This design comes from an exercise in tuning for small area on the open sky130 flow, not from production work.
The RTL was checked by simulation tests, not by an equivalence proof against the original design.
Power and IR drop assume default switching activity.

build 6:
## acorn_prng
module acorn_prng (
    input clk,
    input reset,
    input wire load,
    input wire [1:0] select,
    input wire [11:0] gpio_seed,
    input wire [11:0] LA1_seed,
    output reg [11:0] out,
    output [12:0] io_oeb,
    output wire reset_out
);
Size in the first run: roughly 7500 um2 of cells after synthesis.
export LEC_CHECK = 0
export ABC_AREA = 1
export CAP_MARGIN = 20
export CORE_MARGIN = 2
export CORE_UTILIZATION = 60
export CTS_BUF_LIST = sky130_fd_sc_hd__clkbuf_4 sky130_fd_sc_hd__clkbuf_8
export SLEW_MARGIN = 20
create_clock -name core_clock -period 5.0 [get_ports {clk}]
run.sh (not shown) runs the stock make flow with config.mk's settings and CLKGATE_MAP_FILE= SYNTH_SCRIPT=/design/flow/synth_recipe.tcl, a recipe that flattens the netlist after the stock synthesis.
Build 6: PASS, flow complete, no timing, DRC or antenna violations
Here is what was changed in the inputs of build 72 compared with build 6.
Settings: CTS_BUF_LIST: sky130_fd_sc_hd__clkbuf_4 sky130_fd_sc_hd__clkbuf_8 -> unset; CORE_UTILIZATION: 60 -> 40; ABC_AREA: 1 -> unset.
==> flow/flow/run.sh (new file) <==
#!/bin/bash
set -euo pipefail
export BUFFER_PORTS_ARGS="-buffer_cell sky130_fd_sc_hd__buf_1"
export CTS_ARGS="-sink_clustering_enable -repair_clock_nets -dont_use_dummy_load -buf_list sky130_fd_sc_hd__clkbuf_8"
bash standard.sh > standard.log 2>&1
==> flow/standard.sh (new file) <==
#!/bin/bash
# synth_recipe.tcl (not shown) runs the flow's synth.tcl, then flattens the netlist and writes it again
# the make line also repeats each setting of config.mk as NAME=value (left out here)
make -C /OpenROAD-flow-scripts/flow DESIGN_CONFIG=/design/flow/config.mk WORK_HOME=/design/flow/orfs CLKGATE_MAP_FILE= SYNTH_SCRIPT=/design/flow/synth_recipe.tcl "${@:-finish}"
removed: flow/run.sh
==> run summary <==
- Build 72 vs. build 6: area after detailed placement dropped 5.3%, clock-buffer cell count down 2.
- Build 72 — number of gates on the worst path with buffers counted 9 higher, build 6 as reference
Here is what was changed in the inputs of build 33 compared with build 72.
==> flow/flow/run.sh <==
#!/bin/bash
set -euo pipefail
export BUFFER_PORTS_ARGS="-buffer_cell sky130_fd_sc_hd__buf_1"
export CTS_ARGS="-sink_clustering_enable -repair_clock_nets -dont_use_dummy_load -sink_clustering_size 50 -sink_clustering_max_diameter 150 -buf_list sky130_fd_sc_hd__clkbuf_16"
bash standard.sh > standard.log 2>&1
[summary]
Sort build 72 and build 33 by sequential fraction of design power desc -> top: build 72. The lower wire length after detailed routing came out of build 72. | number of storage elements in the synthesis netlist | build 33 vs build 72 | ≈ equal |. Between build 72 and build 33, the difference in fmax is negligible. Setup slack: build 33 less than build 72. Going from build 72 to build 33, post-route total power went up, effective utilization at floorplan did not really move.
Changes in build 14 relative to build 33:
==> flow/run.sh (new file) <==
#!/bin/bash
# synth_recipe.tcl (not shown) runs the flow's synth.tcl, then flattens the netlist and writes it again
# the make line also repeats each setting of config.mk as NAME=value (left out here)
make -C /OpenROAD-flow-scripts/flow DESIGN_CONFIG=/design/flow/config.mk WORK_HOME=/design/flow/orfs CLKGATE_MAP_FILE= SYNTH_SCRIPT=/design/flow/synth_recipe.tcl finish
removed: flow/flow/run.sh
removed: flow/standard.sh
Notes after the runs:
- Of build 14 and build 33, the higher via count of the first global-routing pass belongs to build 33.
- From build 33 to build 14 the numbers moved as follows: net total in the final layout has increased; required time at the endpoint of the critical path saw an increase; count of standard-cell rows closely matched the old numbers.
- Build 14 has leakage component of the power above what build 33 had.
- On global-route usage, build 14 and build 33 are neck and neck.
- Build 33 completed end to end with timing, DRC and antenna clean.
- Build 14 completed; timing, DRC and antenna clean
--- input diff build 14..build 43 ---
==> flow/flow/run.sh (new file) <==
#!/bin/bash
set -euo pipefail
export BUFFER_PORTS_ARGS="-buffer_cell sky130_fd_sc_hd__buf_1"
export CTS_ARGS="-sink_clustering_enable -repair_clock_nets -dont_use_dummy_load -sink_clustering_size 30 -sink_clustering_max_diameter 100 -buf_list sky130_fd_sc_hd__clkbuf_8"
bash standard.sh > standard.log 2>&1
==> flow/standard.sh (new file) <==
#!/bin/bash
# synth_recipe.tcl (not shown) runs the flow's synth.tcl, then flattens the netlist and writes it again
# the make line also repeats each setting of config.mk as NAME=value (left out here)
make -C /OpenROAD-flow-scripts/flow DESIGN_CONFIG=/design/flow/config.mk WORK_HOME=/design/flow/orfs CLKGATE_MAP_FILE= SYNTH_SCRIPT=/design/flow/synth_recipe.tcl "${@:-finish}"
removed: flow/run.sh
Notes after the runs:
Build 43 | status: complete | timing, DRC, antenna: pass
Compared with build 14, build 43 shows a non-clock buffer share of cell area that is 3.1 points lower.
Build 43 against build 14: number of non-clock inverters did not really move; non-clock buffer total of the final layout went down; worst hold margin went down; sum of internal, switching and leakage power went down.

---

== run E ==
The RTL this note starts from:
==> flow/design.v <==
`default_nettype none
`timescale 1ns/1ps
module acorn_prng (
    input clk,
    input reset,
    input wire load,
    input wire [1:0] select,
    input wire [11:0] gpio_seed,
    input wire [11:0] LA1_seed,
    output reg [11:0] out,
    output [12:0] io_oeb,
    output wire reset_out
);
assign io_oeb = 13'b0;
assign reset_out = reset;
reg [11:0] seed;
reg [3:0]  counter;
reg        first;           
reg [11:0] ring [0:13];
reg        c0;              
reg        c15;             
reg        rdb;             
wire step = ~(counter[3] & counter[2] & counter[1]);    
wire [11:0] opa = c0  ? seed : ring[0];
wire [11:0] opb = ({12{c15}} & out) | ({12{rdb}} & ring[1]);
wire [12:0] cy;
wire [11:0] sum;
assign cy[0] = 1'b0;
genvar g;
generate
	for (g = 0; g < 12; g = g + 1) begin : add
		assign sum[g]  = opa[g] ^ opb[g] ^ cy[g];
		assign cy[g+1] = (opa[g] & opb[g]) | (cy[g] & (opa[g] ^ opb[g]));
	end
endgenerate
wire        sh = ~load & step;
wire        hd = load | c15 | (counter == 4'd14);    
wire [11:0] ring_nx [0:13];
genvar r;
generate
	for (r = 0; r < 14; r = r + 1) begin : rg
		wire [11:0] src = (r == 0) ? sum : (r == 13) ? ring[0] : ring[(r + 1) % 14];
		assign ring_nx[r] = ({12{sh}} & src) | ({12{hd}} & ring[r]);
		always @(posedge clk)
			ring[r] <= ring_nx[r];
	end
endgenerate
wire        ld     = load & ~reset;
wire        ld_g   = ld & ~select[1] &  select[0];
wire        ld_l   = ld &  select[1] & ~select[0];
wire        ld_f   = ld &  select[1] &  select[0];
wire        ld_e   = ld & (select[1] ~^ select[0]);
wire        keep_s = ~load & ~reset;
wire [11:0] seed_nx = ({12{ld_g}} & gpio_seed) | ({12{ld_l}} & LA1_seed)
                    | {ld_e, {10{ld_f}}, ld_e} | ({12{keep_s}} & seed);
wire        upd    = ~reset & ~load & c15;
wire        keep_o = ~reset & (load | ~c15);
wire [11:0] out_nx = ({12{upd}} & sum) | ({12{keep_o}} & out);
wire        run      = ~reset & ~load;
wire [3:0]  cnt_nx   = reset ? 4'd0 : run ? counter + 1'b1 : counter;
wire        c15_nx   = reset ? 1'b0 : run ? (counter == 4'd14) : c15;
wire        first_nx = reset | (first & ~(run & c15));
always @(posedge clk) begin
	seed    <= seed_nx;
	out     <= out_nx;
	counter <= cnt_nx;
	c0      <= reset ? 1'b1 : run ? c15 : c0;
	c15     <= c15_nx;
	first   <= first_nx;
	rdb     <= ~c15_nx & ~first_nx;
end
endmodule
export LEC_CHECK = 0
export CAP_MARGIN = 20
export CORE_MARGIN = 2
export CORE_UTILIZATION = 55
export SLEW_MARGIN = 20
create_clock -name core_clock -period 5.0 [get_ports {clk}]
standard.sh (not shown) runs the stock make flow with config.mk's settings and CLKGATE_MAP_FILE= SYNTH_SCRIPT=/design/flow/synth_recipe.tcl, a recipe that flattens the netlist after the stock synthesis.
==> flow/flow/run.sh <==
#!/bin/bash
set -euo pipefail
export BUFFER_PORTS_ARGS="-buffer_cell sky130_fd_sc_hd__buf_1"
export CTS_ARGS="-sink_clustering_enable -repair_clock_nets -dont_use_dummy_load -buf_list sky130_fd_sc_hd__clkbuf_8"
bash standard.sh > standard.log 2>&1
Run E: flow completed, timing, DRC and antenna clean
Relative to run E, the following input files were edited for run B:
Settings: changing CORE_UTILIZATION from 55 to 40.
==> run summary <==
As far as combinational power is concerned, run B and run E perform about the same. Per the comparison of run B with run E, wire length of the first global-routing pass picked up an extra about 5%, area of the core region picked up an extra 0.0047 mm^2, wire length reported by the detailed router picked up an extra about 1.9%. The hold slack of run B exceeds that of run E by 0.012 ns.

==> re-timing with driven ports <==
The results above use ideal ports. As a check the final layouts listed here were re-extracted and re-timed, cells and wires unchanged.
Step 1, drivers: a clkbuf_16 drives clk and a buf_2 each remaining input, both assumed.
Step 2, shift: input delay + t, output delay - t, t = (earliest + latest rising clock arrival at the registers) / 2. This alone moves slack from input paths to output paths.
Three values: ideal ports, drivers, drivers and shift; two values: the first two.
run | t, ns | setup slack, ns | worst hold slack (ns) | clock arrival spread, ns
build 6 | 0.503 | 1.603 / 1.572 / 1.514 | 0.419 / 0.419 / 0.419 | 0.009 / 0.010
build 72 | 0.471 | 1.863 / 1.863 / 1.863 | 0.402 / 0.402 / 0.402 | 0.033 / 0.034
build 33 | 0.459 | 1.856 / 1.856 / 1.856 | 0.408 / 0.408 / 0.408 | 0.024 / 0.024
build 14 | 0.469 | 1.834 / 1.834 / 1.699 | 0.421 / 0.421 / 0.421 | 0.013 / 0.013
build 43 | 0.471 | 1.863 / 1.863 / 1.863 | 0.402 / 0.402 / 0.402 | 0.033 / 0.034
run E | 0.472 | 0.145 / 0.145 / 0.145 | 0.444 / 0.444 / 0.444 | 0.023 / 0.022
run B | 0.469 | 0.131 / 0.131 / 0.131 | 0.457 / 0.457 / 0.457 | 0.047 / 0.047
After both steps every run listed still meets setup and hold. The setup slack of build 14, which loses most, moves by 0.000 ns with the drivers and by -0.135 ns with both steps.
